Background: an optimization exercise with open tools, aiming at small area and a short achievable clock period. Do not read the settings as production practice.
No functional check of the RTL was part of this run.
Power figures rest on the tool's default switching activity, not on a simulated workload.

--- config.mk ---
export PLATFORM = sky130hd
export DESIGN_NAME = CPU
export DESIGN_NICKNAME = CPU
export VERILOG_FILES = /design/flow/design.v
export SDC_FILE = /design/flow/constraint.sdc
export NUM_CORES = 4
export LEC_CHECK = 0
export ABC_AREA = 1
export CAP_MARGIN = 20
export CORE_MARGIN = 2
export CORE_UTILIZATION = 40
export SLEW_MARGIN = 20
export SYNTH_HIERARCHICAL = 1
--- constraint.sdc ---
create_clock -name core_clock -period 32.0 [get_ports {clock}]
set_input_delay 6.4000 -clock core_clock [delete_from_list [all_inputs] [get_ports {clock}]]
set_output_delay 6.4000 -clock core_clock [all_outputs]
set_load 0.01 [all_outputs]
--- design.v ---
module CPU(clock,reset,MemData,MemOut,rd,wr,PC,IR,MBR,AC,MAR,SR);
input clock;
input reset;
input signed [15:0] MemData;
output reg signed [15:0] MemOut;
output reg [10:0] PC,MAR;
output reg signed [15:0] IR,MBR;
output signed [15:0] AC;
output reg wr,rd;
output [3:0] SR;    
reg [2:0] state;
reg signed [15:0] ACr;      
reg [3:0] SRr;
reg accSel;                 
wire [3:0] op = IR[15:12];
wire       m  = IR[11];
wire        ld   = (op == 4'h1);
wire        sub  = (op == 4'h4);
wire        ls   = ld | (op == 4'h3) | sub;   
wire        mul  = (op == 4'h5);
wire        dv   = (op == 4'h6);
wire        sa   = ACr[15];
wire [15:0] lorA;
assign lorA[0] = 1'b0;
genvar ga;
generate
  for (ga = 1; ga < 16; ga = ga + 1) begin : la
    assign lorA[ga] = |ACr[ga-1:0];
  end
endgenerate
wire [15:0] absa = {16{dv}} & (ACr ^ ({16{sa}} & lorA));
wire [15:0] absAr = 16'd0;    
reg ldq, subq, lsq, mulq, dvq;
always @(posedge clock) begin
  ldq <= ld; subq <= sub; lsq <= ls; mulq <= mul; dvq <= dv;
end
wire [15:0] d1, B1c;
wire        cin1;
wire [5:0] s3_r, s3_q;
cpu_s3 u_s3(.MemData(MemData), .IRlo(IR[11:0]), .dv(dvq), .sub(subq), .absAr(absAr),
            .ACr(ACr), .d1(d1), .cin1(cin1), .B1c(B1c), .r_out(s3_r), .q_out(s3_q));
reg [15:0] B1r;
reg        cinr, d1s;
always @(posedge clock)
  if (state == 3'd3) begin
    B1r <= B1c; cinr <= cin1; d1s <= d1[15];
  end
reg [5:0] p1r, p1q;
always @(posedge clock) begin
  p1r <= s3_r;
  p1q <= s3_q;
end
wire [14:0] s4_r;
wire [8:0] s4_q;
cpu_s4 u_s4(.p1r(p1r), .absAr(absAr), .ACr(ACr), .B1r(B1r), .cinr(cinr), .dv(dvq),
            .r_out(s4_r), .q_out(s4_q));
reg [14:0] p2r;
reg [14:0] p2q;
always @(posedge clock) begin
  p2r <= s4_r;
  p2q <= {p1q, s4_q};
end
wire [15:0] res;
wire [3:0]  resf;
cpu_s0 u_s0(.p2r(p2r), .p2q(p2q), .absAr(absAr), .ACr(ACr), .SRr(SRr), .accSel(accSel),
            .B1r(B1r), .cinr(cinr), .d1s(d1s), .dv(dvq), .mul(mulq), .ls(lsq), .ld(ldq), .sub(subq),
            .res(res), .resf(resf), .AC(AC), .SR(SR));
always @(posedge clock) begin
  if (reset) begin
    PC <= 0; MAR <= 0; IR <= 0; MBR <= 0; ACr <= 0; MemOut <= 0; SRr <= 0;
    rd <= 1; wr <= 0;
    accSel <= 0;
    state <= 0;
  end else
  case (state)
  0: begin
    rd <= 1; wr <= 0;
    MAR <= PC;
    if (accSel) begin
      ACr <= res;
      SRr <= resf;
    end
    accSel <= 0;
    state <= 1;
  end
  1: begin
    rd <= 1; wr <= 0;
    IR <= MemData;
    PC <= PC + 1'b1;
    state <= 2;
  end
  2: begin
    if (m) MAR <= IR[10:0];
    state <= 3;
  end
  3: begin
    state <= 4;
    case (op)
      4'h1, 4'h3, 4'h4, 4'h5, 4'h6: MBR <= d1;
      4'h2: begin MBR <= ACr; rd <= 0; wr <= 1; end
      4'h7: begin PC <= MAR; state <= 0; end
      4'h8: if (SRr[3]) begin PC <= MAR; state <= 0; end
      default: ;
    endcase
  end
  4: begin
    state <= 0;
    case (op)
      4'h2: MemOut <= MBR;
      4'h1, 4'h3, 4'h4, 4'h5, 4'h6: accSel <= 1'b1;
      default: ;
    endcase
  end
  default: state <= 0;
  endcase
end
endmodule
module cpu_s3(input [15:0] MemData, input [11:0] IRlo, input dv, input sub,
              input [15:0] absAr, input [15:0] ACr,
              output [15:0] d1, output cin1, output [15:0] B1c,
              output [5:0] r_out, output [5:0] q_out);
assign d1   = IRlo[11] ? MemData : {5'b0, IRlo[10:0]};    
assign cin1 = (dv & ~d1[15]) | sub;
assign B1c  = d1 ^ {16{cin1}};
wire [15:0] lorl;
assign lorl[0] = 1'b0;
assign lorl[1] = |ACr[0:0];
assign lorl[2] = |ACr[1:0];
assign lorl[3] = |ACr[2:0];
assign lorl[4] = |ACr[3:0];
assign lorl[5] = |ACr[4:0];
assign lorl[6] = |ACr[5:0];
assign lorl[7] = |ACr[6:0];
assign lorl[8] = |ACr[7:0];
assign lorl[9] = |ACr[8:0];
assign lorl[10] = |ACr[9:0];
assign lorl[11] = |ACr[10:0];
assign lorl[12] = |ACr[11:0];
assign lorl[13] = |ACr[12:0];
assign lorl[14] = |ACr[13:0];
assign lorl[15] = |ACr[14:0];
wire [15:0] absl = {16{dv}} & (ACr ^ ({16{ACr[15]}} & lorl));
wire w1 = absl[15] & B1c[0];
wire w2 = absl[15] | B1c[0];
wire w3 = w1 | (w2 & cin1);
wire w4 = w2 & 1'b0;
wire w5 = w3 & (d1[15] ? (&d1[15:1]) : ~(|d1[15:1]));
wire w6 = dv ? w5 : ACr[15];
wire [0:0] r7;
assign r7[0] = absl[15] ^ (w6 & (B1c[0] ^ cin1));
wire w8 = absl[14] & B1c[0];
wire w9 = absl[14] | B1c[0];
wire w10 = r7[0] & B1c[1];
wire w11 = r7[0] | B1c[1];
wire w12 = w8 | (w9 & cin1);
wire w13 = w9 & 1'b0;
wire w14 = w10 | (w11 & w12);
wire w15 = w11 & w13;
wire w16 = w14 & (d1[15] ? (&d1[15:2]) : ~(|d1[15:2]));
wire w17 = dv ? w16 : ACr[14];
wire [1:0] r18;
assign r18[0] = absl[14] ^ (w17 & (B1c[0] ^ cin1));
assign r18[1] = r7[0] ^ (w17 & (B1c[1] ^ w12));
wire w19 = absl[13] & B1c[0];
wire w20 = absl[13] | B1c[0];
wire w21 = r18[0] & B1c[1];
wire w22 = r18[0] | B1c[1];
wire w23 = r18[1] & B1c[2];
wire w24 = r18[1] | B1c[2];
wire w25 = w19 | (w20 & cin1);
wire w26 = w20 & 1'b0;
wire w27 = w23 | (w24 & w21);
wire w28 = w24 & w22;
wire w29 = w21 | (w22 & w25);
wire w30 = w22 & w26;
wire w31 = w27 | (w28 & w25);
wire w32 = w28 & w26;
wire w33 = w31 & (d1[15] ? (&d1[15:3]) : ~(|d1[15:3]));
wire w34 = dv ? w33 : ACr[13];
wire [2:0] r35;
assign r35[0] = absl[13] ^ (w34 & (B1c[0] ^ cin1));
assign r35[1] = r18[0] ^ (w34 & (B1c[1] ^ w25));
assign r35[2] = r18[1] ^ (w34 & (B1c[2] ^ w29));
wire w36 = absl[12] & B1c[0];
wire w37 = absl[12] | B1c[0];
wire w38 = r35[0] & B1c[1];
wire w39 = r35[0] | B1c[1];
wire w40 = r35[1] & B1c[2];
wire w41 = r35[1] | B1c[2];
wire w42 = r35[2] & B1c[3];
wire w43 = r35[2] | B1c[3];
wire w44 = w36 | (w37 & cin1);
wire w45 = w37 & 1'b0;
wire w46 = w40 | (w41 & w38);
wire w47 = w41 & w39;
wire w48 = w38 | (w39 & w44);
wire w49 = w39 & w45;
wire w50 = w46 | (w47 & w44);
wire w51 = w47 & w45;
wire w52 = w42 | (w43 & w50);
wire w53 = w43 & w51;
wire w54 = w52 & (d1[15] ? (&d1[15:4]) : ~(|d1[15:4]));
wire w55 = dv ? w54 : ACr[12];
wire [3:0] r56;
assign r56[0] = absl[12] ^ (w55 & (B1c[0] ^ cin1));
assign r56[1] = r35[0] ^ (w55 & (B1c[1] ^ w44));
assign r56[2] = r35[1] ^ (w55 & (B1c[2] ^ w48));
assign r56[3] = r35[2] ^ (w55 & (B1c[3] ^ w50));
wire w57 = absl[11] & B1c[0];
wire w58 = absl[11] | B1c[0];
wire w59 = r56[0] & B1c[1];
wire w60 = r56[0] | B1c[1];
wire w61 = r56[1] & B1c[2];
wire w62 = r56[1] | B1c[2];
wire w63 = r56[2] & B1c[3];
wire w64 = r56[2] | B1c[3];
wire w65 = r56[3] & B1c[4];
wire w66 = r56[3] | B1c[4];
wire w67 = w57 | (w58 & cin1);
wire w68 = w58 & 1'b0;
wire w69 = w61 | (w62 & w59);
wire w70 = w62 & w60;
wire w71 = w65 | (w66 & w63);
wire w72 = w66 & w64;
wire w73 = w59 | (w60 & w67);
wire w74 = w60 & w68;
wire w75 = w69 | (w70 & w67);
wire w76 = w70 & w68;
wire w77 = w63 | (w64 & w75);
wire w78 = w64 & w76;
wire w79 = w71 | (w72 & w75);
wire w80 = w72 & w76;
wire w81 = w79 & (d1[15] ? (&d1[15:5]) : ~(|d1[15:5]));
wire w82 = dv ? w81 : ACr[11];
wire [4:0] r83;
assign r83[0] = absl[11] ^ (w82 & (B1c[0] ^ cin1));
assign r83[1] = r56[0] ^ (w82 & (B1c[1] ^ w67));
assign r83[2] = r56[1] ^ (w82 & (B1c[2] ^ w73));
assign r83[3] = r56[2] ^ (w82 & (B1c[3] ^ w75));
assign r83[4] = r56[3] ^ (w82 & (B1c[4] ^ w77));
wire w84 = absl[10] & B1c[0];
wire w85 = absl[10] | B1c[0];
wire w86 = r83[0] & B1c[1];
wire w87 = r83[0] | B1c[1];
wire w88 = r83[1] & B1c[2];
wire w89 = r83[1] | B1c[2];
wire w90 = r83[2] & B1c[3];
wire w91 = r83[2] | B1c[3];
wire w92 = r83[3] & B1c[4];
wire w93 = r83[3] | B1c[4];
wire w94 = r83[4] & B1c[5];
wire w95 = r83[4] | B1c[5];
wire w96 = w84 | (w85 & cin1);
wire w97 = w85 & 1'b0;
wire w98 = w88 | (w89 & w86);
wire w99 = w89 & w87;
wire w100 = w92 | (w93 & w90);
wire w101 = w93 & w91;
wire w102 = w86 | (w87 & w96);
wire w103 = w87 & w97;
wire w104 = w98 | (w99 & w96);
wire w105 = w99 & w97;
wire w106 = w94 | (w95 & w100);
wire w107 = w95 & w101;
wire w108 = w90 | (w91 & w104);
wire w109 = w91 & w105;
wire w110 = w100 | (w101 & w104);
wire w111 = w101 & w105;
wire w112 = w106 | (w107 & w104);
wire w113 = w107 & w105;
wire w114 = w112 & (d1[15] ? (&d1[15:6]) : ~(|d1[15:6]));
wire w115 = dv ? w114 : ACr[10];
wire [5:0] r116;
assign r116[0] = absl[10] ^ (w115 & (B1c[0] ^ cin1));
assign r116[1] = r83[0] ^ (w115 & (B1c[1] ^ w96));
assign r116[2] = r83[1] ^ (w115 & (B1c[2] ^ w102));
assign r116[3] = r83[2] ^ (w115 & (B1c[3] ^ w104));
assign r116[4] = r83[3] ^ (w115 & (B1c[4] ^ w108));
assign r116[5] = r83[4] ^ (w115 & (B1c[5] ^ w110));
assign r_out = r116;
assign q_out = {w5, w16, w33, w54, w81, w114};
endmodule
module cpu_s4(input [5:0] p1r, input [15:0] absAr, input [15:0] ACr,
              input [15:0] B1r, input cinr, input dv,
              output [14:0] r_out, output [8:0] q_out);
wire [15:0] lorl;
assign lorl[0] = 1'b0;
assign lorl[1] = |ACr[0:0];
assign lorl[2] = |ACr[1:0];
assign lorl[3] = |ACr[2:0];
assign lorl[4] = |ACr[3:0];
assign lorl[5] = |ACr[4:0];
assign lorl[6] = |ACr[5:0];
assign lorl[7] = |ACr[6:0];
assign lorl[8] = |ACr[7:0];
assign lorl[9] = |ACr[8:0];
assign lorl[10] = |ACr[9:0];
assign lorl[11] = |ACr[10:0];
assign lorl[12] = |ACr[11:0];
assign lorl[13] = |ACr[12:0];
assign lorl[14] = |ACr[13:0];
assign lorl[15] = |ACr[14:0];
wire [15:0] absl = {16{dv}} & (ACr ^ ({16{ACr[15]}} & lorl));
wire w117 = absl[9] & B1r[0];
wire w118 = absl[9] | B1r[0];
wire w119 = p1r[0] & B1r[1];
wire w120 = p1r[0] | B1r[1];
wire w121 = p1r[1] & B1r[2];
wire w122 = p1r[1] | B1r[2];
wire w123 = p1r[2] & B1r[3];
wire w124 = p1r[2] | B1r[3];
wire w125 = p1r[3] & B1r[4];
wire w126 = p1r[3] | B1r[4];
wire w127 = p1r[4] & B1r[5];
wire w128 = p1r[4] | B1r[5];
wire w129 = p1r[5] & B1r[6];
wire w130 = p1r[5] | B1r[6];
wire w131 = w117 | (w118 & cinr);
wire w132 = w118 & 1'b0;
wire w133 = w121 | (w122 & w119);
wire w134 = w122 & w120;
wire w135 = w125 | (w126 & w123);
wire w136 = w126 & w124;
wire w137 = w129 | (w130 & w127);
wire w138 = w130 & w128;
wire w139 = w119 | (w120 & w131);
wire w140 = w120 & w132;
wire w141 = w133 | (w134 & w131);
wire w142 = w134 & w132;
wire w143 = w127 | (w128 & w135);
wire w144 = w128 & w136;
wire w145 = w137 | (w138 & w135);
wire w146 = w138 & w136;
wire w147 = w123 | (w124 & w141);
wire w148 = w124 & w142;
wire w149 = w135 | (w136 & w141);
wire w150 = w136 & w142;
wire w151 = w143 | (w144 & w141);
wire w152 = w144 & w142;
wire w153 = w145 | (w146 & w141);
wire w154 = w146 & w142;
wire w155 = w153 & (&B1r[15:7]);
wire w156 = dv ? w155 : ACr[9];
wire [6:0] r157;
assign r157[0] = absl[9] ^ (w156 & (B1r[0] ^ cinr));
assign r157[1] = p1r[0] ^ (w156 & (B1r[1] ^ w131));
assign r157[2] = p1r[1] ^ (w156 & (B1r[2] ^ w139));
assign r157[3] = p1r[2] ^ (w156 & (B1r[3] ^ w141));
assign r157[4] = p1r[3] ^ (w156 & (B1r[4] ^ w147));
assign r157[5] = p1r[4] ^ (w156 & (B1r[5] ^ w149));
assign r157[6] = p1r[5] ^ (w156 & (B1r[6] ^ w151));
wire w158 = absl[8] & B1r[0];
wire w159 = absl[8] | B1r[0];
wire w160 = r157[0] & B1r[1];
wire w161 = r157[0] | B1r[1];
wire w162 = r157[1] & B1r[2];
wire w163 = r157[1] | B1r[2];
wire w164 = r157[2] & B1r[3];
wire w165 = r157[2] | B1r[3];
wire w166 = r157[3] & B1r[4];
wire w167 = r157[3] | B1r[4];
wire w168 = r157[4] & B1r[5];
wire w169 = r157[4] | B1r[5];
wire w170 = r157[5] & B1r[6];
wire w171 = r157[5] | B1r[6];
wire w172 = r157[6] & B1r[7];
wire w173 = r157[6] | B1r[7];
wire w174 = w158 | (w159 & cinr);
wire w175 = w159 & 1'b0;
wire w176 = w162 | (w163 & w160);
wire w177 = w163 & w161;
wire w178 = w166 | (w167 & w164);
wire w179 = w167 & w165;
wire w180 = w170 | (w171 & w168);
wire w181 = w171 & w169;
wire w182 = w160 | (w161 & w174);
wire w183 = w161 & w175;
wire w184 = w176 | (w177 & w174);
wire w185 = w177 & w175;
wire w186 = w168 | (w169 & w178);
wire w187 = w169 & w179;
wire w188 = w180 | (w181 & w178);
wire w189 = w181 & w179;
wire w190 = w164 | (w165 & w184);
wire w191 = w165 & w185;
wire w192 = w178 | (w179 & w184);
wire w193 = w179 & w185;
wire w194 = w186 | (w187 & w184);
wire w195 = w187 & w185;
wire w196 = w188 | (w189 & w184);
wire w197 = w189 & w185;
wire w198 = w172 | (w173 & w196);
wire w199 = w173 & w197;
wire w200 = w198 & (&B1r[15:8]);
wire w201 = dv ? w200 : ACr[8];
wire [7:0] r202;
assign r202[0] = absl[8] ^ (w201 & (B1r[0] ^ cinr));
assign r202[1] = r157[0] ^ (w201 & (B1r[1] ^ w174));
assign r202[2] = r157[1] ^ (w201 & (B1r[2] ^ w182));
assign r202[3] = r157[2] ^ (w201 & (B1r[3] ^ w184));
assign r202[4] = r157[3] ^ (w201 & (B1r[4] ^ w190));
assign r202[5] = r157[4] ^ (w201 & (B1r[5] ^ w192));
assign r202[6] = r157[5] ^ (w201 & (B1r[6] ^ w194));
assign r202[7] = r157[6] ^ (w201 & (B1r[7] ^ w196));
wire w203 = absl[7] & B1r[0];
wire w204 = absl[7] | B1r[0];
wire w205 = r202[0] & B1r[1];
wire w206 = r202[0] | B1r[1];
wire w207 = r202[1] & B1r[2];
wire w208 = r202[1] | B1r[2];
wire w209 = r202[2] & B1r[3];
wire w210 = r202[2] | B1r[3];
wire w211 = r202[3] & B1r[4];
wire w212 = r202[3] | B1r[4];
wire w213 = r202[4] & B1r[5];
wire w214 = r202[4] | B1r[5];
wire w215 = r202[5] & B1r[6];
wire w216 = r202[5] | B1r[6];
wire w217 = r202[6] & B1r[7];
wire w218 = r202[6] | B1r[7];
wire w219 = r202[7] & B1r[8];
wire w220 = r202[7] | B1r[8];
wire w221 = w203 | (w204 & cinr);
wire w222 = w204 & 1'b0;
wire w223 = w207 | (w208 & w205);
wire w224 = w208 & w206;
wire w225 = w211 | (w212 & w209);
wire w226 = w212 & w210;
wire w227 = w215 | (w216 & w213);
wire w228 = w216 & w214;
wire w229 = w219 | (w220 & w217);
wire w230 = w220 & w218;
wire w231 = w205 | (w206 & w221);
wire w232 = w206 & w222;
wire w233 = w223 | (w224 & w221);
wire w234 = w224 & w222;
wire w235 = w213 | (w214 & w225);
wire w236 = w214 & w226;
wire w237 = w227 | (w228 & w225);
wire w238 = w228 & w226;
wire w239 = w209 | (w210 & w233);
wire w240 = w210 & w234;
wire w241 = w225 | (w226 & w233);
wire w242 = w226 & w234;
wire w243 = w235 | (w236 & w233);
wire w244 = w236 & w234;
wire w245 = w237 | (w238 & w233);
wire w246 = w238 & w234;
wire w247 = w217 | (w218 & w245);
wire w248 = w218 & w246;
wire w249 = w229 | (w230 & w245);
wire w250 = w230 & w246;
wire w251 = w249 & (&B1r[15:9]);
wire w252 = dv ? w251 : ACr[7];
wire [8:0] r253;
assign r253[0] = absl[7] ^ (w252 & (B1r[0] ^ cinr));
assign r253[1] = r202[0] ^ (w252 & (B1r[1] ^ w221));
assign r253[2] = r202[1] ^ (w252 & (B1r[2] ^ w231));
assign r253[3] = r202[2] ^ (w252 & (B1r[3] ^ w233));
assign r253[4] = r202[3] ^ (w252 & (B1r[4] ^ w239));
assign r253[5] = r202[4] ^ (w252 & (B1r[5] ^ w241));
assign r253[6] = r202[5] ^ (w252 & (B1r[6] ^ w243));
assign r253[7] = r202[6] ^ (w252 & (B1r[7] ^ w245));
assign r253[8] = r202[7] ^ (w252 & (B1r[8] ^ w247));
wire w254 = absl[6] & B1r[0];
wire w255 = absl[6] | B1r[0];
wire w256 = r253[0] & B1r[1];
wire w257 = r253[0] | B1r[1];
wire w258 = r253[1] & B1r[2];
wire w259 = r253[1] | B1r[2];
wire w260 = r253[2] & B1r[3];
wire w261 = r253[2] | B1r[3];
wire w262 = r253[3] & B1r[4];
wire w263 = r253[3] | B1r[4];
wire w264 = r253[4] & B1r[5];
wire w265 = r253[4] | B1r[5];
wire w266 = r253[5] & B1r[6];
wire w267 = r253[5] | B1r[6];
wire w268 = r253[6] & B1r[7];
wire w269 = r253[6] | B1r[7];
wire w270 = r253[7] & B1r[8];
wire w271 = r253[7] | B1r[8];
wire w272 = r253[8] & B1r[9];
wire w273 = r253[8] | B1r[9];
wire w274 = w254 | (w255 & cinr);
wire w275 = w255 & 1'b0;
wire w276 = w258 | (w259 & w256);
wire w277 = w259 & w257;
wire w278 = w262 | (w263 & w260);
wire w279 = w263 & w261;
wire w280 = w266 | (w267 & w264);
wire w281 = w267 & w265;
wire w282 = w270 | (w271 & w268);
wire w283 = w271 & w269;
wire w284 = w256 | (w257 & w274);
wire w285 = w257 & w275;
wire w286 = w276 | (w277 & w274);
wire w287 = w277 & w275;
wire w288 = w264 | (w265 & w278);
wire w289 = w265 & w279;
wire w290 = w280 | (w281 & w278);
wire w291 = w281 & w279;
wire w292 = w272 | (w273 & w282);
wire w293 = w273 & w283;
wire w294 = w260 | (w261 & w286);
wire w295 = w261 & w287;
wire w296 = w278 | (w279 & w286);
wire w297 = w279 & w287;
wire w298 = w288 | (w289 & w286);
wire w299 = w289 & w287;
wire w300 = w290 | (w291 & w286);
wire w301 = w291 & w287;
wire w302 = w268 | (w269 & w300);
wire w303 = w269 & w301;
wire w304 = w282 | (w283 & w300);
wire w305 = w283 & w301;
wire w306 = w292 | (w293 & w300);
wire w307 = w293 & w301;
wire w308 = w306 & (&B1r[15:10]);
wire w309 = dv ? w308 : ACr[6];
wire [9:0] r310;
assign r310[0] = absl[6] ^ (w309 & (B1r[0] ^ cinr));
assign r310[1] = r253[0] ^ (w309 & (B1r[1] ^ w274));
assign r310[2] = r253[1] ^ (w309 & (B1r[2] ^ w284));
assign r310[3] = r253[2] ^ (w309 & (B1r[3] ^ w286));
assign r310[4] = r253[3] ^ (w309 & (B1r[4] ^ w294));
assign r310[5] = r253[4] ^ (w309 & (B1r[5] ^ w296));
assign r310[6] = r253[5] ^ (w309 & (B1r[6] ^ w298));
assign r310[7] = r253[6] ^ (w309 & (B1r[7] ^ w300));
assign r310[8] = r253[7] ^ (w309 & (B1r[8] ^ w302));
assign r310[9] = r253[8] ^ (w309 & (B1r[9] ^ w304));
wire w311 = absl[5] & B1r[0];
wire w312 = absl[5] | B1r[0];
wire w313 = r310[0] & B1r[1];
wire w314 = r310[0] | B1r[1];
wire w315 = r310[1] & B1r[2];
wire w316 = r310[1] | B1r[2];
wire w317 = r310[2] & B1r[3];
wire w318 = r310[2] | B1r[3];
wire w319 = r310[3] & B1r[4];
wire w320 = r310[3] | B1r[4];
wire w321 = r310[4] & B1r[5];
wire w322 = r310[4] | B1r[5];
wire w323 = r310[5] & B1r[6];
wire w324 = r310[5] | B1r[6];
wire w325 = r310[6] & B1r[7];
wire w326 = r310[6] | B1r[7];
wire w327 = r310[7] & B1r[8];
wire w328 = r310[7] | B1r[8];
wire w329 = r310[8] & B1r[9];
wire w330 = r310[8] | B1r[9];
wire w331 = r310[9] & B1r[10];
wire w332 = r310[9] | B1r[10];
wire w333 = w311 | (w312 & cinr);
wire w334 = w312 & 1'b0;
wire w335 = w315 | (w316 & w313);
wire w336 = w316 & w314;
wire w337 = w319 | (w320 & w317);
wire w338 = w320 & w318;
wire w339 = w323 | (w324 & w321);
wire w340 = w324 & w322;
wire w341 = w327 | (w328 & w325);
wire w342 = w328 & w326;
wire w343 = w331 | (w332 & w329);
wire w344 = w332 & w330;
wire w345 = w313 | (w314 & w333);
wire w346 = w314 & w334;
wire w347 = w335 | (w336 & w333);
wire w348 = w336 & w334;
wire w349 = w321 | (w322 & w337);
wire w350 = w322 & w338;
wire w351 = w339 | (w340 & w337);
wire w352 = w340 & w338;
wire w353 = w329 | (w330 & w341);
wire w354 = w330 & w342;
wire w355 = w343 | (w344 & w341);
wire w356 = w344 & w342;
wire w357 = w317 | (w318 & w347);
wire w358 = w318 & w348;
wire w359 = w337 | (w338 & w347);
wire w360 = w338 & w348;
wire w361 = w349 | (w350 & w347);
wire w362 = w350 & w348;
wire w363 = w351 | (w352 & w347);
wire w364 = w352 & w348;
wire w365 = w325 | (w326 & w363);
wire w366 = w326 & w364;
wire w367 = w341 | (w342 & w363);
wire w368 = w342 & w364;
wire w369 = w353 | (w354 & w363);
wire w370 = w354 & w364;
wire w371 = w355 | (w356 & w363);
wire w372 = w356 & w364;
wire w373 = w371 & (&B1r[15:11]);
wire w374 = dv ? w373 : ACr[5];
wire [10:0] r375;
assign r375[0] = absl[5] ^ (w374 & (B1r[0] ^ cinr));
assign r375[1] = r310[0] ^ (w374 & (B1r[1] ^ w333));
assign r375[2] = r310[1] ^ (w374 & (B1r[2] ^ w345));
assign r375[3] = r310[2] ^ (w374 & (B1r[3] ^ w347));
assign r375[4] = r310[3] ^ (w374 & (B1r[4] ^ w357));
assign r375[5] = r310[4] ^ (w374 & (B1r[5] ^ w359));
assign r375[6] = r310[5] ^ (w374 & (B1r[6] ^ w361));
assign r375[7] = r310[6] ^ (w374 & (B1r[7] ^ w363));
assign r375[8] = r310[7] ^ (w374 & (B1r[8] ^ w365));
assign r375[9] = r310[8] ^ (w374 & (B1r[9] ^ w367));
assign r375[10] = r310[9] ^ (w374 & (B1r[10] ^ w369));
wire w376 = absl[4] & B1r[0];
wire w377 = absl[4] | B1r[0];
wire w378 = r375[0] & B1r[1];
wire w379 = r375[0] | B1r[1];
wire w380 = r375[1] & B1r[2];
wire w381 = r375[1] | B1r[2];
wire w382 = r375[2] & B1r[3];
wire w383 = r375[2] | B1r[3];
wire w384 = r375[3] & B1r[4];
wire w385 = r375[3] | B1r[4];
wire w386 = r375[4] & B1r[5];
wire w387 = r375[4] | B1r[5];
wire w388 = r375[5] & B1r[6];
wire w389 = r375[5] | B1r[6];
wire w390 = r375[6] & B1r[7];
wire w391 = r375[6] | B1r[7];
wire w392 = r375[7] & B1r[8];
wire w393 = r375[7] | B1r[8];
wire w394 = r375[8] & B1r[9];
wire w395 = r375[8] | B1r[9];
wire w396 = r375[9] & B1r[10];
wire w397 = r375[9] | B1r[10];
wire w398 = r375[10] & B1r[11];
wire w399 = r375[10] | B1r[11];
wire w400 = w376 | (w377 & cinr);
wire w401 = w377 & 1'b0;
wire w402 = w380 | (w381 & w378);
wire w403 = w381 & w379;
wire w404 = w384 | (w385 & w382);
wire w405 = w385 & w383;
wire w406 = w388 | (w389 & w386);
wire w407 = w389 & w387;
wire w408 = w392 | (w393 & w390);
wire w409 = w393 & w391;
wire w410 = w396 | (w397 & w394);
wire w411 = w397 & w395;
wire w412 = w378 | (w379 & w400);
wire w413 = w379 & w401;
wire w414 = w402 | (w403 & w400);
wire w415 = w403 & w401;
wire w416 = w386 | (w387 & w404);
wire w417 = w387 & w405;
wire w418 = w406 | (w407 & w404);
wire w419 = w407 & w405;
wire w420 = w394 | (w395 & w408);
wire w421 = w395 & w409;
wire w422 = w410 | (w411 & w408);
wire w423 = w411 & w409;
wire w424 = w382 | (w383 & w414);
wire w425 = w383 & w415;
wire w426 = w404 | (w405 & w414);
wire w427 = w405 & w415;
wire w428 = w416 | (w417 & w414);
wire w429 = w417 & w415;
wire w430 = w418 | (w419 & w414);
wire w431 = w419 & w415;
wire w432 = w398 | (w399 & w422);
wire w433 = w399 & w423;
wire w434 = w390 | (w391 & w430);
wire w435 = w391 & w431;
wire w436 = w408 | (w409 & w430);
wire w437 = w409 & w431;
wire w438 = w420 | (w421 & w430);
wire w439 = w421 & w431;
wire w440 = w422 | (w423 & w430);
wire w441 = w423 & w431;
wire w442 = w432 | (w433 & w430);
wire w443 = w433 & w431;
wire w444 = w442 & (&B1r[15:12]);
wire w445 = dv ? w444 : ACr[4];
wire [11:0] r446;
assign r446[0] = absl[4] ^ (w445 & (B1r[0] ^ cinr));
assign r446[1] = r375[0] ^ (w445 & (B1r[1] ^ w400));
assign r446[2] = r375[1] ^ (w445 & (B1r[2] ^ w412));
assign r446[3] = r375[2] ^ (w445 & (B1r[3] ^ w414));
assign r446[4] = r375[3] ^ (w445 & (B1r[4] ^ w424));
assign r446[5] = r375[4] ^ (w445 & (B1r[5] ^ w426));
assign r446[6] = r375[5] ^ (w445 & (B1r[6] ^ w428));
assign r446[7] = r375[6] ^ (w445 & (B1r[7] ^ w430));
assign r446[8] = r375[7] ^ (w445 & (B1r[8] ^ w434));
assign r446[9] = r375[8] ^ (w445 & (B1r[9] ^ w436));
assign r446[10] = r375[9] ^ (w445 & (B1r[10] ^ w438));
assign r446[11] = r375[10] ^ (w445 & (B1r[11] ^ w440));
wire w447 = absl[3] & B1r[0];
wire w448 = absl[3] | B1r[0];
wire w449 = r446[0] & B1r[1];
wire w450 = r446[0] | B1r[1];
wire w451 = r446[1] & B1r[2];
wire w452 = r446[1] | B1r[2];
wire w453 = r446[2] & B1r[3];
wire w454 = r446[2] | B1r[3];
wire w455 = r446[3] & B1r[4];
wire w456 = r446[3] | B1r[4];
wire w457 = r446[4] & B1r[5];
wire w458 = r446[4] | B1r[5];
wire w459 = r446[5] & B1r[6];
wire w460 = r446[5] | B1r[6];
wire w461 = r446[6] & B1r[7];
wire w462 = r446[6] | B1r[7];
wire w463 = r446[7] & B1r[8];
wire w464 = r446[7] | B1r[8];
wire w465 = r446[8] & B1r[9];
wire w466 = r446[8] | B1r[9];
wire w467 = r446[9] & B1r[10];
wire w468 = r446[9] | B1r[10];
wire w469 = r446[10] & B1r[11];
wire w470 = r446[10] | B1r[11];
wire w471 = r446[11] & B1r[12];
wire w472 = r446[11] | B1r[12];
wire w473 = w447 | (w448 & cinr);
wire w474 = w448 & 1'b0;
wire w475 = w451 | (w452 & w449);
wire w476 = w452 & w450;
wire w477 = w455 | (w456 & w453);
wire w478 = w456 & w454;
wire w479 = w459 | (w460 & w457);
wire w480 = w460 & w458;
wire w481 = w463 | (w464 & w461);
wire w482 = w464 & w462;
wire w483 = w467 | (w468 & w465);
wire w484 = w468 & w466;
wire w485 = w471 | (w472 & w469);
wire w486 = w472 & w470;
wire w487 = w449 | (w450 & w473);
wire w488 = w450 & w474;
wire w489 = w475 | (w476 & w473);
wire w490 = w476 & w474;
wire w491 = w457 | (w458 & w477);
wire w492 = w458 & w478;
wire w493 = w479 | (w480 & w477);
wire w494 = w480 & w478;
wire w495 = w465 | (w466 & w481);
wire w496 = w466 & w482;
wire w497 = w483 | (w484 & w481);
wire w498 = w484 & w482;
wire w499 = w453 | (w454 & w489);
wire w500 = w454 & w490;
wire w501 = w477 | (w478 & w489);
wire w502 = w478 & w490;
wire w503 = w491 | (w492 & w489);
wire w504 = w492 & w490;
wire w505 = w493 | (w494 & w489);
wire w506 = w494 & w490;
wire w507 = w469 | (w470 & w497);
wire w508 = w470 & w498;
wire w509 = w485 | (w486 & w497);
wire w510 = w486 & w498;
wire w511 = w461 | (w462 & w505);
wire w512 = w462 & w506;
wire w513 = w481 | (w482 & w505);
wire w514 = w482 & w506;
wire w515 = w495 | (w496 & w505);
wire w516 = w496 & w506;
wire w517 = w497 | (w498 & w505);
wire w518 = w498 & w506;
wire w519 = w507 | (w508 & w505);
wire w520 = w508 & w506;
wire w521 = w509 | (w510 & w505);
wire w522 = w510 & w506;
wire w523 = w521 & (&B1r[15:13]);
wire w524 = dv ? w523 : ACr[3];
wire [12:0] r525;
assign r525[0] = absl[3] ^ (w524 & (B1r[0] ^ cinr));
assign r525[1] = r446[0] ^ (w524 & (B1r[1] ^ w473));
assign r525[2] = r446[1] ^ (w524 & (B1r[2] ^ w487));
assign r525[3] = r446[2] ^ (w524 & (B1r[3] ^ w489));
assign r525[4] = r446[3] ^ (w524 & (B1r[4] ^ w499));
assign r525[5] = r446[4] ^ (w524 & (B1r[5] ^ w501));
assign r525[6] = r446[5] ^ (w524 & (B1r[6] ^ w503));
assign r525[7] = r446[6] ^ (w524 & (B1r[7] ^ w505));
assign r525[8] = r446[7] ^ (w524 & (B1r[8] ^ w511));
assign r525[9] = r446[8] ^ (w524 & (B1r[9] ^ w513));
assign r525[10] = r446[9] ^ (w524 & (B1r[10] ^ w515));
assign r525[11] = r446[10] ^ (w524 & (B1r[11] ^ w517));
assign r525[12] = r446[11] ^ (w524 & (B1r[12] ^ w519));
wire w526 = absl[2] & B1r[0];
wire w527 = absl[2] | B1r[0];
wire w528 = r525[0] & B1r[1];
wire w529 = r525[0] | B1r[1];
wire w530 = r525[1] & B1r[2];
wire w531 = r525[1] | B1r[2];
wire w532 = r525[2] & B1r[3];
wire w533 = r525[2] | B1r[3];
wire w534 = r525[3] & B1r[4];
wire w535 = r525[3] | B1r[4];
wire w536 = r525[4] & B1r[5];
wire w537 = r525[4] | B1r[5];
wire w538 = r525[5] & B1r[6];
wire w539 = r525[5] | B1r[6];
wire w540 = r525[6] & B1r[7];
wire w541 = r525[6] | B1r[7];
wire w542 = r525[7] & B1r[8];
wire w543 = r525[7] | B1r[8];
wire w544 = r525[8] & B1r[9];
wire w545 = r525[8] | B1r[9];
wire w546 = r525[9] & B1r[10];
wire w547 = r525[9] | B1r[10];
wire w548 = r525[10] & B1r[11];
wire w549 = r525[10] | B1r[11];
wire w550 = r525[11] & B1r[12];
wire w551 = r525[11] | B1r[12];
wire w552 = r525[12] & B1r[13];
wire w553 = r525[12] | B1r[13];
wire w554 = w526 | (w527 & cinr);
wire w555 = w527 & 1'b0;
wire w556 = w530 | (w531 & w528);
wire w557 = w531 & w529;
wire w558 = w534 | (w535 & w532);
wire w559 = w535 & w533;
wire w560 = w538 | (w539 & w536);
wire w561 = w539 & w537;
wire w562 = w542 | (w543 & w540);
wire w563 = w543 & w541;
wire w564 = w546 | (w547 & w544);
wire w565 = w547 & w545;
wire w566 = w550 | (w551 & w548);
wire w567 = w551 & w549;
wire w568 = w528 | (w529 & w554);
wire w569 = w529 & w555;
wire w570 = w556 | (w557 & w554);
wire w571 = w557 & w555;
wire w572 = w536 | (w537 & w558);
wire w573 = w537 & w559;
wire w574 = w560 | (w561 & w558);
wire w575 = w561 & w559;
wire w576 = w544 | (w545 & w562);
wire w577 = w545 & w563;
wire w578 = w564 | (w565 & w562);
wire w579 = w565 & w563;
wire w580 = w552 | (w553 & w566);
wire w581 = w553 & w567;
wire w582 = w532 | (w533 & w570);
wire w583 = w533 & w571;
wire w584 = w558 | (w559 & w570);
wire w585 = w559 & w571;
wire w586 = w572 | (w573 & w570);
wire w587 = w573 & w571;
wire w588 = w574 | (w575 & w570);
wire w589 = w575 & w571;
wire w590 = w548 | (w549 & w578);
wire w591 = w549 & w579;
wire w592 = w566 | (w567 & w578);
wire w593 = w567 & w579;
wire w594 = w580 | (w581 & w578);
wire w595 = w581 & w579;
wire w596 = w540 | (w541 & w588);
wire w597 = w541 & w589;
wire w598 = w562 | (w563 & w588);
wire w599 = w563 & w589;
wire w600 = w576 | (w577 & w588);
wire w601 = w577 & w589;
wire w602 = w578 | (w579 & w588);
wire w603 = w579 & w589;
wire w604 = w590 | (w591 & w588);
wire w605 = w591 & w589;
wire w606 = w592 | (w593 & w588);
wire w607 = w593 & w589;
wire w608 = w594 | (w595 & w588);
wire w609 = w595 & w589;
wire w610 = w608 & (&B1r[15:14]);
wire w611 = dv ? w610 : ACr[2];
wire [13:0] r612;
assign r612[0] = absl[2] ^ (w611 & (B1r[0] ^ cinr));
assign r612[1] = r525[0] ^ (w611 & (B1r[1] ^ w554));
assign r612[2] = r525[1] ^ (w611 & (B1r[2] ^ w568));
assign r612[3] = r525[2] ^ (w611 & (B1r[3] ^ w570));
assign r612[4] = r525[3] ^ (w611 & (B1r[4] ^ w582));
assign r612[5] = r525[4] ^ (w611 & (B1r[5] ^ w584));
assign r612[6] = r525[5] ^ (w611 & (B1r[6] ^ w586));
assign r612[7] = r525[6] ^ (w611 & (B1r[7] ^ w588));
assign r612[8] = r525[7] ^ (w611 & (B1r[8] ^ w596));
assign r612[9] = r525[8] ^ (w611 & (B1r[9] ^ w598));
assign r612[10] = r525[9] ^ (w611 & (B1r[10] ^ w600));
assign r612[11] = r525[10] ^ (w611 & (B1r[11] ^ w602));
assign r612[12] = r525[11] ^ (w611 & (B1r[12] ^ w604));
assign r612[13] = r525[12] ^ (w611 & (B1r[13] ^ w606));
wire w613 = absl[1] & B1r[0];
wire w614 = absl[1] | B1r[0];
wire w615 = r612[0] & B1r[1];
wire w616 = r612[0] | B1r[1];
wire w617 = r612[1] & B1r[2];
wire w618 = r612[1] | B1r[2];
wire w619 = r612[2] & B1r[3];
wire w620 = r612[2] | B1r[3];
wire w621 = r612[3] & B1r[4];
wire w622 = r612[3] | B1r[4];
wire w623 = r612[4] & B1r[5];
wire w624 = r612[4] | B1r[5];
wire w625 = r612[5] & B1r[6];
wire w626 = r612[5] | B1r[6];
wire w627 = r612[6] & B1r[7];
wire w628 = r612[6] | B1r[7];
wire w629 = r612[7] & B1r[8];
wire w630 = r612[7] | B1r[8];
wire w631 = r612[8] & B1r[9];
wire w632 = r612[8] | B1r[9];
wire w633 = r612[9] & B1r[10];
wire w634 = r612[9] | B1r[10];
wire w635 = r612[10] & B1r[11];
wire w636 = r612[10] | B1r[11];
wire w637 = r612[11] & B1r[12];
wire w638 = r612[11] | B1r[12];
wire w639 = r612[12] & B1r[13];
wire w640 = r612[12] | B1r[13];
wire w641 = r612[13] & B1r[14];
wire w642 = r612[13] | B1r[14];
wire w643 = w613 | (w614 & cinr);
wire w644 = w614 & 1'b0;
wire w645 = w617 | (w618 & w615);
wire w646 = w618 & w616;
wire w647 = w621 | (w622 & w619);
wire w648 = w622 & w620;
wire w649 = w625 | (w626 & w623);
wire w650 = w626 & w624;
wire w651 = w629 | (w630 & w627);
wire w652 = w630 & w628;
wire w653 = w633 | (w634 & w631);
wire w654 = w634 & w632;
wire w655 = w637 | (w638 & w635);
wire w656 = w638 & w636;
wire w657 = w641 | (w642 & w639);
wire w658 = w642 & w640;
wire w659 = w615 | (w616 & w643);
wire w660 = w616 & w644;
wire w661 = w645 | (w646 & w643);
wire w662 = w646 & w644;
wire w663 = w623 | (w624 & w647);
wire w664 = w624 & w648;
wire w665 = w649 | (w650 & w647);
wire w666 = w650 & w648;
wire w667 = w631 | (w632 & w651);
wire w668 = w632 & w652;
wire w669 = w653 | (w654 & w651);
wire w670 = w654 & w652;
wire w671 = w639 | (w640 & w655);
wire w672 = w640 & w656;
wire w673 = w657 | (w658 & w655);
wire w674 = w658 & w656;
wire w675 = w619 | (w620 & w661);
wire w676 = w620 & w662;
wire w677 = w647 | (w648 & w661);
wire w678 = w648 & w662;
wire w679 = w663 | (w664 & w661);
wire w680 = w664 & w662;
wire w681 = w665 | (w666 & w661);
wire w682 = w666 & w662;
wire w683 = w635 | (w636 & w669);
wire w684 = w636 & w670;
wire w685 = w655 | (w656 & w669);
wire w686 = w656 & w670;
wire w687 = w671 | (w672 & w669);
wire w688 = w672 & w670;
wire w689 = w673 | (w674 & w669);
wire w690 = w674 & w670;
wire w691 = w627 | (w628 & w681);
wire w692 = w628 & w682;
wire w693 = w651 | (w652 & w681);
wire w694 = w652 & w682;
wire w695 = w667 | (w668 & w681);
wire w696 = w668 & w682;
wire w697 = w669 | (w670 & w681);
wire w698 = w670 & w682;
wire w699 = w683 | (w684 & w681);
wire w700 = w684 & w682;
wire w701 = w685 | (w686 & w681);
wire w702 = w686 & w682;
wire w703 = w687 | (w688 & w681);
wire w704 = w688 & w682;
wire w705 = w689 | (w690 & w681);
wire w706 = w690 & w682;
wire w707 = w705 & (&B1r[15:15]);
wire w708 = dv ? w707 : ACr[1];
wire [14:0] r709;
assign r709[0] = absl[1] ^ (w708 & (B1r[0] ^ cinr));
assign r709[1] = r612[0] ^ (w708 & (B1r[1] ^ w643));
assign r709[2] = r612[1] ^ (w708 & (B1r[2] ^ w659));
assign r709[3] = r612[2] ^ (w708 & (B1r[3] ^ w661));
assign r709[4] = r612[3] ^ (w708 & (B1r[4] ^ w675));
assign r709[5] = r612[4] ^ (w708 & (B1r[5] ^ w677));
assign r709[6] = r612[5] ^ (w708 & (B1r[6] ^ w679));
assign r709[7] = r612[6] ^ (w708 & (B1r[7] ^ w681));
assign r709[8] = r612[7] ^ (w708 & (B1r[8] ^ w691));
assign r709[9] = r612[8] ^ (w708 & (B1r[9] ^ w693));
assign r709[10] = r612[9] ^ (w708 & (B1r[10] ^ w695));
assign r709[11] = r612[10] ^ (w708 & (B1r[11] ^ w697));
assign r709[12] = r612[11] ^ (w708 & (B1r[12] ^ w699));
assign r709[13] = r612[12] ^ (w708 & (B1r[13] ^ w701));
assign r709[14] = r612[13] ^ (w708 & (B1r[14] ^ w703));
assign r_out = r709;
assign q_out = {w155, w200, w251, w308, w373, w444, w523, w610, w707};
endmodule
module cpu_s0(input [14:0] p2r, input [14:0] p2q, input [15:0] absAr,
              input [15:0] ACr, input [3:0] SRr, input accSel,
              input [15:0] B1r, input cinr, input d1s,
              input dv, input mul, input ls, input ld, input sub,
              output [15:0] res, output [3:0] resf, output [15:0] AC, output [3:0] SR);
wire [15:0] lorl;
assign lorl[0] = 1'b0;
assign lorl[1] = |ACr[0:0];
assign lorl[2] = |ACr[1:0];
assign lorl[3] = |ACr[2:0];
assign lorl[4] = |ACr[3:0];
assign lorl[5] = |ACr[4:0];
assign lorl[6] = |ACr[5:0];
assign lorl[7] = |ACr[6:0];
assign lorl[8] = |ACr[7:0];
assign lorl[9] = |ACr[8:0];
assign lorl[10] = |ACr[9:0];
assign lorl[11] = |ACr[10:0];
assign lorl[12] = |ACr[11:0];
assign lorl[13] = |ACr[12:0];
assign lorl[14] = |ACr[13:0];
assign lorl[15] = |ACr[14:0];
wire [15:0] absl = {16{dv}} & (ACr ^ ({16{ACr[15]}} & lorl));
wire w710 = ls ? (~ld & ACr[0]) : absl[0];
wire w711 = ls ? (~ld & ACr[1]) : p2r[0];
wire w712 = ls ? (~ld & ACr[2]) : p2r[1];
wire w713 = ls ? (~ld & ACr[3]) : p2r[2];
wire w714 = ls ? (~ld & ACr[4]) : p2r[3];
wire w715 = ls ? (~ld & ACr[5]) : p2r[4];
wire w716 = ls ? (~ld & ACr[6]) : p2r[5];
wire w717 = ls ? (~ld & ACr[7]) : p2r[6];
wire w718 = ls ? (~ld & ACr[8]) : p2r[7];
wire w719 = ls ? (~ld & ACr[9]) : p2r[8];
wire w720 = ls ? (~ld & ACr[10]) : p2r[9];
wire w721 = ls ? (~ld & ACr[11]) : p2r[10];
wire w722 = ls ? (~ld & ACr[12]) : p2r[11];
wire w723 = ls ? (~ld & ACr[13]) : p2r[12];
wire w724 = ls ? (~ld & ACr[14]) : p2r[13];
wire w725 = ls ? (~ld & ACr[15]) : p2r[14];
wire w726 = w710 & B1r[0];
wire w727 = w710 | B1r[0];
wire w728 = w711 & B1r[1];
wire w729 = w711 | B1r[1];
wire w730 = w712 & B1r[2];
wire w731 = w712 | B1r[2];
wire w732 = w713 & B1r[3];
wire w733 = w713 | B1r[3];
wire w734 = w714 & B1r[4];
wire w735 = w714 | B1r[4];
wire w736 = w715 & B1r[5];
wire w737 = w715 | B1r[5];
wire w738 = w716 & B1r[6];
wire w739 = w716 | B1r[6];
wire w740 = w717 & B1r[7];
wire w741 = w717 | B1r[7];
wire w742 = w718 & B1r[8];
wire w743 = w718 | B1r[8];
wire w744 = w719 & B1r[9];
wire w745 = w719 | B1r[9];
wire w746 = w720 & B1r[10];
wire w747 = w720 | B1r[10];
wire w748 = w721 & B1r[11];
wire w749 = w721 | B1r[11];
wire w750 = w722 & B1r[12];
wire w751 = w722 | B1r[12];
wire w752 = w723 & B1r[13];
wire w753 = w723 | B1r[13];
wire w754 = w724 & B1r[14];
wire w755 = w724 | B1r[14];
wire w756 = w725 & B1r[15];
wire w757 = w725 | B1r[15];
wire w758 = w726 | (w727 & cinr);
wire w759 = w727 & 1'b0;
wire w760 = w730 | (w731 & w728);
wire w761 = w731 & w729;
wire w762 = w734 | (w735 & w732);
wire w763 = w735 & w733;
wire w764 = w738 | (w739 & w736);
wire w765 = w739 & w737;
wire w766 = w742 | (w743 & w740);
wire w767 = w743 & w741;
wire w768 = w746 | (w747 & w744);
wire w769 = w747 & w745;
wire w770 = w750 | (w751 & w748);
wire w771 = w751 & w749;
wire w772 = w754 | (w755 & w752);
wire w773 = w755 & w753;
wire w774 = w728 | (w729 & w758);
wire w775 = w729 & w759;
wire w776 = w760 | (w761 & w758);
wire w777 = w761 & w759;
wire w778 = w736 | (w737 & w762);
wire w779 = w737 & w763;
wire w780 = w764 | (w765 & w762);
wire w781 = w765 & w763;
wire w782 = w744 | (w745 & w766);
wire w783 = w745 & w767;
wire w784 = w768 | (w769 & w766);
wire w785 = w769 & w767;
wire w786 = w752 | (w753 & w770);
wire w787 = w753 & w771;
wire w788 = w772 | (w773 & w770);
wire w789 = w773 & w771;
wire w790 = w732 | (w733 & w776);
wire w791 = w733 & w777;
wire w792 = w762 | (w763 & w776);
wire w793 = w763 & w777;
wire w794 = w778 | (w779 & w776);
wire w795 = w779 & w777;
wire w796 = w780 | (w781 & w776);
wire w797 = w781 & w777;
wire w798 = w748 | (w749 & w784);
wire w799 = w749 & w785;
wire w800 = w770 | (w771 & w784);
wire w801 = w771 & w785;
wire w802 = w786 | (w787 & w784);
wire w803 = w787 & w785;
wire w804 = w788 | (w789 & w784);
wire w805 = w789 & w785;
wire w806 = w740 | (w741 & w796);
wire w807 = w741 & w797;
wire w808 = w766 | (w767 & w796);
wire w809 = w767 & w797;
wire w810 = w782 | (w783 & w796);
wire w811 = w783 & w797;
wire w812 = w784 | (w785 & w796);
wire w813 = w785 & w797;
wire w814 = w798 | (w799 & w796);
wire w815 = w799 & w797;
wire w816 = w800 | (w801 & w796);
wire w817 = w801 & w797;
wire w818 = w802 | (w803 & w796);
wire w819 = w803 & w797;
wire w820 = w804 | (w805 & w796);
wire w821 = w805 & w797;
wire w822 = w756 | (w757 & w820);
wire w823 = w757 & w821;
wire w824 = w822 & 1'b1;
wire lastc = w822;     
wire w825 = dv ? w824 : (~mul | ACr[0]);
wire [15:0] r826;
assign r826[0] = w710 ^ (w825 & (B1r[0] ^ cinr));
assign r826[1] = w711 ^ (w825 & (B1r[1] ^ w758));
assign r826[2] = w712 ^ (w825 & (B1r[2] ^ w774));
assign r826[3] = w713 ^ (w825 & (B1r[3] ^ w776));
assign r826[4] = w714 ^ (w825 & (B1r[4] ^ w790));
assign r826[5] = w715 ^ (w825 & (B1r[5] ^ w792));
assign r826[6] = w716 ^ (w825 & (B1r[6] ^ w794));
assign r826[7] = w717 ^ (w825 & (B1r[7] ^ w796));
assign r826[8] = w718 ^ (w825 & (B1r[8] ^ w806));
assign r826[9] = w719 ^ (w825 & (B1r[9] ^ w808));
assign r826[10] = w720 ^ (w825 & (B1r[10] ^ w810));
assign r826[11] = w721 ^ (w825 & (B1r[11] ^ w812));
assign r826[12] = w722 ^ (w825 & (B1r[12] ^ w814));
assign r826[13] = w723 ^ (w825 & (B1r[13] ^ w816));
assign r826[14] = w724 ^ (w825 & (B1r[14] ^ w818));
assign r826[15] = w725 ^ (w825 & (B1r[15] ^ w820));
wire [15:0] qu = {p2q, w824};
wire [15:0] prod = r826;             
wire        sa   = ACr[15];
wire        dz   = cinr & (&B1r);           
wire        negq = sa ^ d1s;
wire [15:0] lowor;
assign lowor[0] = 1'b0;
genvar gi;
generate
  for (gi = 1; gi < 16; gi = gi + 1) begin : lo
    assign lowor[gi] = |qu[gi-1:0];
  end
endgenerate
wire [15:0] quot  = dz ? 16'd0 : (qu ^ ({16{negq}} & lowor));
assign      res   = dv ? quot : prod;
wire        resz  = dv ? (dz | ~|qu) : ~|prod;
wire        as_   = ls & ~ld;
wire        resc  = as_ & (lastc ^ sub);
wire        resv  = as_ & (ACr[15] == B1r[15]) & (prod[15] != ACr[15]);
assign      resf  = {resz, res[15], resc, resv};
assign AC = accSel ? res : ACr;
assign SR = accSel ? resf : SRr;
endmodule
--- flow/run.sh ---
#!/bin/bash
set -euo pipefail
MARGIN=$(python3 -c "print(round(${FLOW_PERIOD_NS} - 12.5, 3))")
bash standard.sh SETUP_SLACK_MARGIN=$MARGIN "BUFFER_PORTS_ARGS=-buffer_cell sky130_fd_sc_hd__buf_1" finish > standard_flow.log 2>&1
--- standard.sh ---
#!/bin/bash
# synth_recipe.tcl (not shown) runs the flow's synth.tcl, then flattens the netlist and writes it again
# the make line also repeats each setting of config.mk as NAME=value (left out here)
make -C /OpenROAD-flow-scripts/flow DESIGN_CONFIG=/design/flow/config.mk WORK_HOME=/design/flow/orfs CLKGATE_MAP_FILE= SYNTH_SCRIPT=/design/flow/synth_recipe.tcl "${@:-finish}"
==> results.ini <==
[timing]
clock_skew_ps=14.2
worst_pin_slew_ps=1090
hold_violations=0
slew_viol_final=0
period_share_pct=37.2
max_freq_ghz=0.0839
whs_ps=330
setup_viol=0
setup_tns_ps=0
relSlewSlack_pct=27.3
min_period_ps=11920
rsz0062_at_grt=false

[min_path]
hp-class=reg -> reg

[routing]
route.detailed.wl_per_inst_um=15.5
routed_wl_um=57500
remaining_drc_errors=0
vias=19249
dr.pass1.iters=5
drt_iter0_markers=1777
ant_nets=0
via_per_inst=5.21

[synthesis]
synthCells=3052
syn-cell-area_um2=17000
ys_warn_count=7
synth_nets=3071
synth.avg_cell_area_um2=5.57

[run_status]
run_status=no timing/DRC/antenna violations

[power_and_ir_drop]
switching_power_mw=0.227
clockPowerShare_pct=34.4
p_sw_share_pct=38.5
vdd_ir_drop_max_mv=0.0399
internal_power_mw=0.363
leakagePower_nw=9.90
powerDensity_nw_per_um2=30.7
p_seq_share_pct=38.4
power_frac_comb_pct=27.3

[clock_tree]
clock_latency_ps=450
clock_path_buffers=2
cts-htree-levels=4
cts-root-buf=clkbuf_16
cts_made_buffers=17
clkTransAtPathRegs_ps=70
tritoncts=built
clock-sinks=161

[layout]
n_antenna_cell=0
multi_input_area_um2=12000
area_growth_syn_to_layout_pct=13.3
layout.nets=3165
final_area_um2=19300
ff_latch_area_um2=3410
n_fill_cell=4422
drive_gt1_share_pct=15.0

[critical_path]
slowest_stage=edfxtp_1
path_max_fanout=8
end_kind=flip-flop
crit_type=reg -> reg
critPathMaxStageDelay_ps=530
cp-start-kind=flip-flop
cp.arrival_ps=12250
crit_required_ps=32330
critical_path.most_common_cell=nand2_2

[placement]
dp_hpwl_um=41800
portBuffers=109
place_congestion=0.909
dpl_cell_area_um2=17300

[floorplan]
die_h_um=210
fp.coreArea_um2=41900
dieArea_um2=44200
num_rows=75
die_x_um=210
start_util_pct=40.5
io_pins=110

[run]
cap_violations=0

[global_route]
grt_max_degree=52
grt_pass1_wl_um=87400
gr-total-overflow=0
antenna_found_initial=2
track_usage_pct=24.6
first_global_vias=16804

==> final cells by class <==
cell class / instances / area share [%]
sequential: 161 / 17.7
timing repair buffer: 175 / 4.74
multi-input combinational: 2358 / 62.5
clock inverter: 15 / 0.773
tap: 539 / 3.50
inverter: 432 / 8.53
clock buffer: 17 / 2.21
timing repair inverter: 1 / 0.0260
==> metal layers <==
metal | share of wire (%) | vias to the layer above | global-route usage [%]
met4 | 2.7 | 0 | 8.17
met1 | 44 | 8817 | 32.9
met3 | 6.8 | 96 | 3.58
li1 | - | 9731 | -
met2 | 46 | 605 | 40.7
met5 | 0 | - | 0
==> power by group through the flow <==
stage	logic, mW	clock network (mW)	registers (mW)
finish	0.161	0.203	0.227
global route	0.180	0.213	0.228
floorplan	0.117	0	0.228
CTS	0.153	0.204	0.227
global placement	0.150	0	0.231
detailed placement	0.151	0	0.232
==> cell usage in the layout (no fill, tap or decap), types with 5 or more instances in the layout <==
master,count
buf_4,64
nor2_2,28
nor4_1,5
a31o_2,5
nand3_1,325
nand3_2,54
nand3_4,15
o21ai_1,17
o22ai_1,15
xor2_2,6
dfxtp_2,5
buf_1,109
or2_2,6
nand2_4,34
o21ai_0,145
dfxtp_1,138
o21ai_2,6
inv_1,386
inv_2,36
nor3_1,14
a21oi_2,8
nand2_8,10
nand4_1,11
nand2_1,1039
edfxtp_1,18
inv_6,5
clkbuf_16,17
a31oi_1,17
clkinvlp_4,5
a21oi_1,89
clkinv_1,5
nand2_2,142
xnor2_1,11
nor2_1,221
nand3b_1,13
xor2_1,84
nor2_4,8
a21boi_0,8
==> worst paths after layout <==
check          start  endpoint  slack [ps]  depth (start not counted)
max          B1r[14]    p2r[5]       20080                         99
min           p1q[3]   p2q[12]         330                          0
max reg2reg  B1r[14]    p2r[5]       20080                         99
min reg2reg   p1q[3]   p2q[12]         330                          0
==> registers in the layout, summed over array words and instances, names as in the netlist, 15 cells and up <==
| signal | flops |
|---|---|
| B1r | 16 |
| MBR | 16 |
| IR | 16 |
| p2q | 15 |
| p2r | 15 |
| ACr | 16 |
| MemOut | 16 |
==> critical path: cells and delay by family, from the launching register on <==
family	cells	cell delay (ps)
buf+inv	8	800
compound gates	2	280
flops	1	530
simple gates	88	9870
xor+xnor	1	240
==> timing repair <==
action,4_1_cts,5_1_grt
resized for setup,9,187
buffers inserted,2,52
gates cloned,1,19
pin swaps,0,76
hold buffers,0,0
setup endpoints to repair,16,17
==> metrics by stage <==
step           power [mW]  worst slack, ps  cells  util [%]
2_1_floorplan       0.345            21730   3052         -
3_3_place_gp        0.381            19100   3592      41.4
3_5_place_dp        0.383            18610   3592      41.4
4_1_cts             0.583            19530   3627      42.9
5_1_grt             0.621            19260   3698      45.9
6_report            0.590            20080   3698      45.9

## what the ideal ports hide
The results above use ideal ports. As a check the final layout listed here was re-extracted and re-timed, cells and wires unchanged. Step 1, drivers: a clkbuf_16 drives clock and a buf_2 each remaining input, both assumed. Step 2 also shifts input and output timing later by t, the mid clock arrival at the registers, as if the neighbouring blocks saw the same clock. a / b / c = no drivers / after step 1 / after step 2; a / b = the first two.
t (ns): 0.495
setup slack, ns: 20.084 / 20.084 / 19.907
worst setup path at the end: input to register
clock arrival spread, ns: 0.016 / 0.016
worst data-port slew with drivers (ns): 0.04
After both steps this run still meets setup and hold. The setup slack of this run moves by 0.000 ns with the drivers and by -0.177 ns with both steps.
